This is an optimization exercise on Yosys and OpenROAD, whose aim is small area, a short achievable clock period and few clock cycles, not a production implementation.
The RTL was checked by simulation tests, not by an equivalence proof against the original design.
No activity file was given, so power comes from the tool's default toggle rates.

## axifull_dev
	module axifull_dev #
	(
		parameter integer C_S00_AXI_ID_WIDTH	= 8,
		parameter integer C_S00_AXI_DATA_WIDTH	= 128,
		parameter integer C_S00_AXI_ADDR_WIDTH	= 8,
		parameter integer C_S00_AXI_AWUSER_WIDTH	= 0,
		parameter integer C_S00_AXI_ARUSER_WIDTH	= 0,
		parameter integer C_S00_AXI_WUSER_WIDTH	= 0,
		parameter integer C_S00_AXI_RUSER_WIDTH	= 0,
		parameter integer C_S00_AXI_BUSER_WIDTH	= 0
	)
	(
		input wire  s00_axi_aclk,
		input wire  s00_axi_aresetn,
		input wire [C_S00_AXI_ID_WIDTH-1 : 0] s00_axi_awid,
		input wire [C_S00_AXI_ADDR_WIDTH-1 : 0] s00_axi_awaddr,
		input wire [7 : 0] s00_axi_awlen,
		input wire [2 : 0] s00_axi_awsize,
		input wire [1 : 0] s00_axi_awburst,
		input wire  s00_axi_awlock,
		input wire [3 : 0] s00_axi_awcache,
		input wire [2 : 0] s00_axi_awprot,
		input wire [3 : 0] s00_axi_awqos,
		input wire [3 : 0] s00_axi_awregion,
		input wire  s00_axi_awvalid,
		output wire  s00_axi_awready,
		input wire [C_S00_AXI_DATA_WIDTH-1 : 0] s00_axi_wdata,
		input wire [(C_S00_AXI_DATA_WIDTH/8)-1 : 0] s00_axi_wstrb,
		input wire  s00_axi_wlast,
		input wire  s00_axi_wvalid,
		output wire  s00_axi_wready,
		output wire [C_S00_AXI_ID_WIDTH-1 : 0] s00_axi_bid,
		output wire [1 : 0] s00_axi_bresp,
		output wire  s00_axi_bvalid,
		input wire  s00_axi_bready,
		input wire [C_S00_AXI_ID_WIDTH-1 : 0] s00_axi_arid,
		input wire [C_S00_AXI_ADDR_WIDTH-1 : 0] s00_axi_araddr,
		input wire [7 : 0] s00_axi_arlen,
		input wire [2 : 0] s00_axi_arsize,
		input wire [1 : 0] s00_axi_arburst,
		input wire  s00_axi_arlock,
		input wire [3 : 0] s00_axi_arcache,
		input wire [2 : 0] s00_axi_arprot,
		input wire [3 : 0] s00_axi_arqos,
		input wire [3 : 0] s00_axi_arregion,
		input wire  s00_axi_arvalid,
		output wire  s00_axi_arready,
		output wire [C_S00_AXI_ID_WIDTH-1 : 0] s00_axi_rid,
		output wire [C_S00_AXI_DATA_WIDTH-1 : 0] s00_axi_rdata,
		output wire [1 : 0] s00_axi_rresp,
		output wire  s00_axi_rlast,
		output wire  s00_axi_rvalid,
		input wire  s00_axi_rready
	);
Size: roughly 3800 cells after synthesis, roughly 2200 flip-flops, about 400 I/O pins.
Settings: LEC_CHECK=0, CAP_MARGIN=20, CORE_MARGIN=2, CORE_UTILIZATION=45, CTS_CLUSTER_DIAMETER=100, CTS_CLUSTER_SIZE=25, PLACE_DENSITY=0.6, SETUP_SLACK_MARGIN=2.5, SLEW_MARGIN=20; clock period 5.0 ns.
run.sh (not shown) runs the stock make flow with config.mk's settings and CLKGATE_MAP_FILE= SYNTH_SCRIPT=/design/flow/synth_recipe.tcl, a recipe that flattens the netlist after the stock synthesis.
Testbench counts at the start, summed over its fixed seeds: cycles 26,205.
==> next run, changes <==
==> flow/flow/run.sh (new file) <==
#!/bin/bash
# The standard layout, with plain buf_1 cells as the port buffers
# (buffer_ports otherwise picks clkdlybuf4s50_1, a larger delay cell).
set -euo pipefail
export BUFFER_PORTS_ARGS="-buffer_cell sky130_fd_sc_hd__buf_1"
bash standard.sh > standard.log 2>&1
==> flow/standard.sh (new file) <==
#!/bin/bash
# synth_recipe.tcl (not shown) runs the flow's synth.tcl, then flattens the netlist and writes it again
# the make line also repeats each setting of config.mk as NAME=value (left out here)
make -C /OpenROAD-flow-scripts/flow DESIGN_CONFIG=/design/flow/config.mk WORK_HOME=/design/flow/orfs CLKGATE_MAP_FILE= SYNTH_SCRIPT=/design/flow/synth_recipe.tcl "${@:-finish}"
removed: flow/run.sh
- final cell count fell slightly
- utilization shrinks by 2.1 points
- setup slack gets better by 0.022 ns
- power went down slightly
- routed wire length came out lower by a few percent
- global-route usage went down by 0.53 points
- via count drops slightly
- clock power drops slightly
- sequential power barely changes
- die area stays the same
- synthesized area is unchanged
==> next run, changes <==
==> flow/flow/run.sh (replaced) <==
#!/bin/bash
# The standard layout, with plain buf_2 cells as the port buffers
# (buffer_ports otherwise picks clkdlybuf4s50_1, a larger delay cell).
set -euo pipefail
export BUFFER_PORTS_ARGS="-buffer_cell sky130_fd_sc_hd__buf_2"
bash standard.sh > standard.log 2>&1
Settings changed: SETUP_SLACK_MARGIN 2.5 to 2.6, TNS_END_PERCENT set to 10.
The changed run passed the timing, DRC and antenna checks.
Cell count is about the same.
Fmax increases by 0.78%.
Power increases by 0.74%.
==> next run, changes <==
==> flow/flow/run.sh (replaced) <==
#!/bin/bash
# The standard layout, with plain buf_1 cells as the port buffers
# (buffer_ports otherwise picks clkdlybuf4s50_1, a larger delay cell).
set -euo pipefail
export BUFFER_PORTS_ARGS="-buffer_cell sky130_fd_sc_hd__buf_1"
bash standard.sh > standard.log 2>&1
Settings changed: SETUP_SLACK_MARGIN 2.6 to 2.5, TNS_END_PERCENT 10 to 5.
What happened: Utilization went down by 0.59 points. Die area is unchanged. Sequential share of layout area rose by 0.81 points. Clock-buffer cell count falls by 2. Sequential power hardly moves.

========
Another version of the RTL of axifull_dev (not shown whole).
For scale: roughly 2,200 flip-flops, about 400 I/O pins.
==> flow/config.mk <==
export PLATFORM = sky130hd
export DESIGN_NAME = axifull_dev
export DESIGN_NICKNAME = axifull_dev
export VERILOG_FILES = /design/flow/design.v
export SDC_FILE = /design/flow/constraint.sdc
export NUM_CORES = 4
export LEC_CHECK = 0
export CAP_MARGIN = 20
export CORE_MARGIN = 2
export CORE_UTILIZATION = 45
export CTS_CLUSTER_DIAMETER = 100
export CTS_CLUSTER_SIZE = 25
export PLACE_DENSITY = 0.6
export SETUP_SLACK_MARGIN = 2.8
export SLEW_MARGIN = 20
==> flow/constraint.sdc <==
create_clock -name core_clock -period 5.0 [get_ports {s00_axi_aclk}]
set_input_delay 1.0000 -clock core_clock [delete_from_list [all_inputs] [get_ports {s00_axi_aclk}]]
set_output_delay 1.0000 -clock core_clock [all_outputs]
set_load 0.01 [all_outputs]
Stock flow here: none of the scripts above is used.
The starting point passed the timing, DRC and antenna checks.
Testbench counts at the start, summed over its fixed seeds: cycles 27,385.
==> next run, changes <==
Settings changed: SETUP_SLACK_MARGIN 2.8 to 2.5.
After rerunning: Count of clock-buffer cells in the layout shrinks by 3; sequential cell count stays the same; clock skew shrinks by 0.0056 ns; global-route usage shrinks by 0.88 points; register-to-register slack gains 0.04 ns; core utilization shrinks by 2.4 points; first-iteration DRC count shrinks by about 8%; routed wire length shrinks by about 5%; via count shrinks by about 3.3%; setup slack gains 0.018 ns; worst hold slack gains 0.0082 ns.
==> next run, changes <==
==> flow/flow/run.sh (new file) <==
#!/bin/bash
# The standard layout, with plain buf_1 cells as the port buffers
# (buffer_ports otherwise picks clkdlybuf4s50_1, a larger delay cell).
set -euo pipefail
export BUFFER_PORTS_ARGS="-buffer_cell sky130_fd_sc_hd__buf_1"
bash standard.sh > standard.log 2>&1
==> flow/standard.sh (new file) <==
#!/bin/bash
# synth_recipe.tcl (not shown) runs the flow's synth.tcl, then flattens the netlist and writes it again
# the make line also repeats each setting of config.mk as NAME=value (left out here)
make -C /OpenROAD-flow-scripts/flow DESIGN_CONFIG=/design/flow/config.mk WORK_HOME=/design/flow/orfs CLKGATE_MAP_FILE= SYNTH_SCRIPT=/design/flow/synth_recipe.tcl "${@:-finish}"
removed: flow/run.sh
What happened: Worst hold slack degrades by 0.017 ns. Non-clock buffer count went down by 23. Sequential power barely changes. Total power went down slightly. Critical path depth went up by 3. Area after synthesis stays the same.

========
## job 101
axifull_dev, a different RTL version from the one above (not shown whole).
Size: about 3800 cells after synthesis, about 2300 flip-flops, roughly 400 I/O pins, about 58000 sq um of cells after synthesis.
Settings: LEC_CHECK=0, CAP_MARGIN=20, CORE_MARGIN=2, CORE_UTILIZATION=45, CTS_CLUSTER_DIAMETER=100, CTS_CLUSTER_SIZE=25, PLACE_DENSITY=0.6, SETUP_SLACK_MARGIN=2.65, SLEW_MARGIN=20; clock period 5.0 ns.
standard.sh (not shown) runs the stock make flow with config.mk's settings and CLKGATE_MAP_FILE= SYNTH_SCRIPT=/design/flow/synth_recipe.tcl, a recipe that flattens the netlist after the stock synthesis.
==> flow/flow/run.sh <==
#!/bin/bash
# The standard layout, with plain buf_1 cells as the port buffers
# (buffer_ports otherwise picks clkdlybuf4s50_1, a larger delay cell).
set -euo pipefail
export BUFFER_PORTS_ARGS="-buffer_cell sky130_fd_sc_hd__buf_1"
bash standard.sh > standard.log 2>&1
No stage failed in job 101, and the final checks on the layout all came back clean.
Testbench counts of job 101, summed over its fixed seeds: cycles 26,205.
### job 101 -> job 102
Settings: SETUP_SLACK_MARGIN changed from 2.65 to 2.5.
The final critical path time including I/O delays and setup of job 102 exceeds that of job 101 by 0.15 ns. Xor and xnor fraction of the mapped netlist area: job 102 vs job 101 identical. In terms of sequential power, job 102 and job 101 differ only marginally. Compared to job 101, job 102 has sequential cell area in the final layout 0.82% lower. Setup slack: job 102 less than job 101. Job 102 — sequential share of layout area 0.51 points higher, job 101 as reference. | total wire length after detailed routing | job 102 vs job 101 | better |.

========
Another version of the RTL of axifull_dev (not shown whole).
Size: ~4000 cells after synthesis, about 2300 flip-flops, about 58000 um2 of cells after synthesis.
==> flow/design.v (excerpt) <==
	module axifull_dev #
	(
		parameter integer C_S00_AXI_ID_WIDTH	= 8,
		parameter integer C_S00_AXI_DATA_WIDTH	= 128,
		parameter integer C_S00_AXI_ADDR_WIDTH	= 8,
		parameter integer C_S00_AXI_AWUSER_WIDTH	= 0,
		parameter integer C_S00_AXI_ARUSER_WIDTH	= 0,
		parameter integer C_S00_AXI_WUSER_WIDTH	= 0,
		parameter integer C_S00_AXI_RUSER_WIDTH	= 0,
		parameter integer C_S00_AXI_BUSER_WIDTH	= 0
	)
	(
		input wire  s00_axi_aclk,
		input wire  s00_axi_aresetn,
		input wire [C_S00_AXI_ID_WIDTH-1 : 0] s00_axi_awid,
		input wire [C_S00_AXI_ADDR_WIDTH-1 : 0] s00_axi_awaddr,
		input wire [7 : 0] s00_axi_awlen,
		input wire [2 : 0] s00_axi_awsize,
		input wire [1 : 0] s00_axi_awburst,
		input wire  s00_axi_awlock,
		input wire [3 : 0] s00_axi_awcache,
		input wire [2 : 0] s00_axi_awprot,
		input wire [3 : 0] s00_axi_awqos,
		input wire [3 : 0] s00_axi_awregion,
		input wire  s00_axi_awvalid,
		output wire  s00_axi_awready,
		input wire [C_S00_AXI_DATA_WIDTH-1 : 0] s00_axi_wdata,
		input wire [(C_S00_AXI_DATA_WIDTH/8)-1 : 0] s00_axi_wstrb,
		input wire  s00_axi_wlast,
		input wire  s00_axi_wvalid,
		output wire  s00_axi_wready,
		output wire [C_S00_AXI_ID_WIDTH-1 : 0] s00_axi_bid,
		output wire [1 : 0] s00_axi_bresp,
		output wire  s00_axi_bvalid,
		input wire  s00_axi_bready,
		input wire [C_S00_AXI_ID_WIDTH-1 : 0] s00_axi_arid,
		input wire [C_S00_AXI_ADDR_WIDTH-1 : 0] s00_axi_araddr,
		input wire [7 : 0] s00_axi_arlen,
		input wire [2 : 0] s00_axi_arsize,
		input wire [1 : 0] s00_axi_arburst,
		input wire  s00_axi_arlock,
		input wire [3 : 0] s00_axi_arcache,
  ...
clock: 5.0 ns
lec_check: 0
cap_margin: 20
core_margin: 2
core_utilization: 45
cts_cluster_diameter: 100
cts_cluster_size: 25
place_density: 0.6
setup_slack_margin: 2.7
slew_margin: 20
tns_end_percent: 10
Scripts as last shown in full above: flow/flow/run.sh
Testbench counts at the start, summed over its fixed seeds: cycles 26,205.
==> next run, changes <==
Settings changed: SETUP_SLACK_MARGIN 2.7 to 2.5, TNS_END_PERCENT 10 to unset.
Clock power is lower by about 0.9%; die area does not change; area after synthesis is unchanged; combinational power went down by about 3%; routed wire length goes down by about 0.5%; setup slack degrades by 0.069 ns; worst hold slack gains 0.013 ns; synthesized cell count does not change; power came out lower by about 0.6%.

[separate check: timing with driven ports]
No port has a modelled driver above. Below, the same layouts with a new extraction and two added sets of constraints. Step 1, drivers: a clkbuf_16 drives s00_axi_aclk and a buf_2 each remaining input, both assumed. Step 2 also shifts input and output timing later by t, the mid clock arrival at the registers, as if the neighbouring blocks saw the same clock. Slacks: no drivers / after step 1 / after step 2; pairs: no drivers / after step 1.
run | t, ns | setup slack, ns | worst hold slack (ns) | worst data-port slew with drivers (ns)
the first run of note 1 | 0.777 | 2.504 / 2.516 / 1.759 | 0.318 / 0.318 / 0.318 | 0.20
the second run of note 1 | 0.800 | 2.526 / 2.471 / 1.839 | 0.303 / 0.303 / 0.303 | 0.19
the third run of note 1 | 0.786 | 2.545 / 2.504 / 1.911 | 0.318 / 0.318 / 0.318 | 0.21
the fourth run of note 1 | 0.791 | 2.450 / 2.403 / 1.703 | 0.316 / 0.316 / 0.316 | 0.22
the first run of note 2 | 0.791 | 2.524 / 2.521 / 1.730 | 0.311 / 0.311 / 0.311 | 0.14
the second run of note 2 | 0.763 | 2.541 / 2.457 / 1.694 | 0.320 / 0.320 / 0.320 | 0.18
the third run of note 2 | 0.794 | 2.516 / 2.491 / 1.697 | 0.302 / 0.302 / 0.302 | 0.16
job 101 | 0.792 | 2.441 / 2.491 / 1.699 | 0.316 / 0.316 / 0.316 | 0.17
job 102 | 0.797 | 2.291 / 2.336 / 1.538 | 0.301 / 0.301 / 0.301 | 0.15
the first run of note 4 | 0.794 | 2.559 / 2.522 / 1.826 | 0.308 / 0.308 / 0.308 | 0.22
the second run of note 4 | 0.800 | 2.490 / 2.488 / 1.719 | 0.321 / 0.321 / 0.321 | 0.25
After both steps setup and hold are still met in every run listed. For the second run of note 2, which loses most, drivers alone change the setup slack by -0.084 ns; drivers and shift together by -0.847 ns.
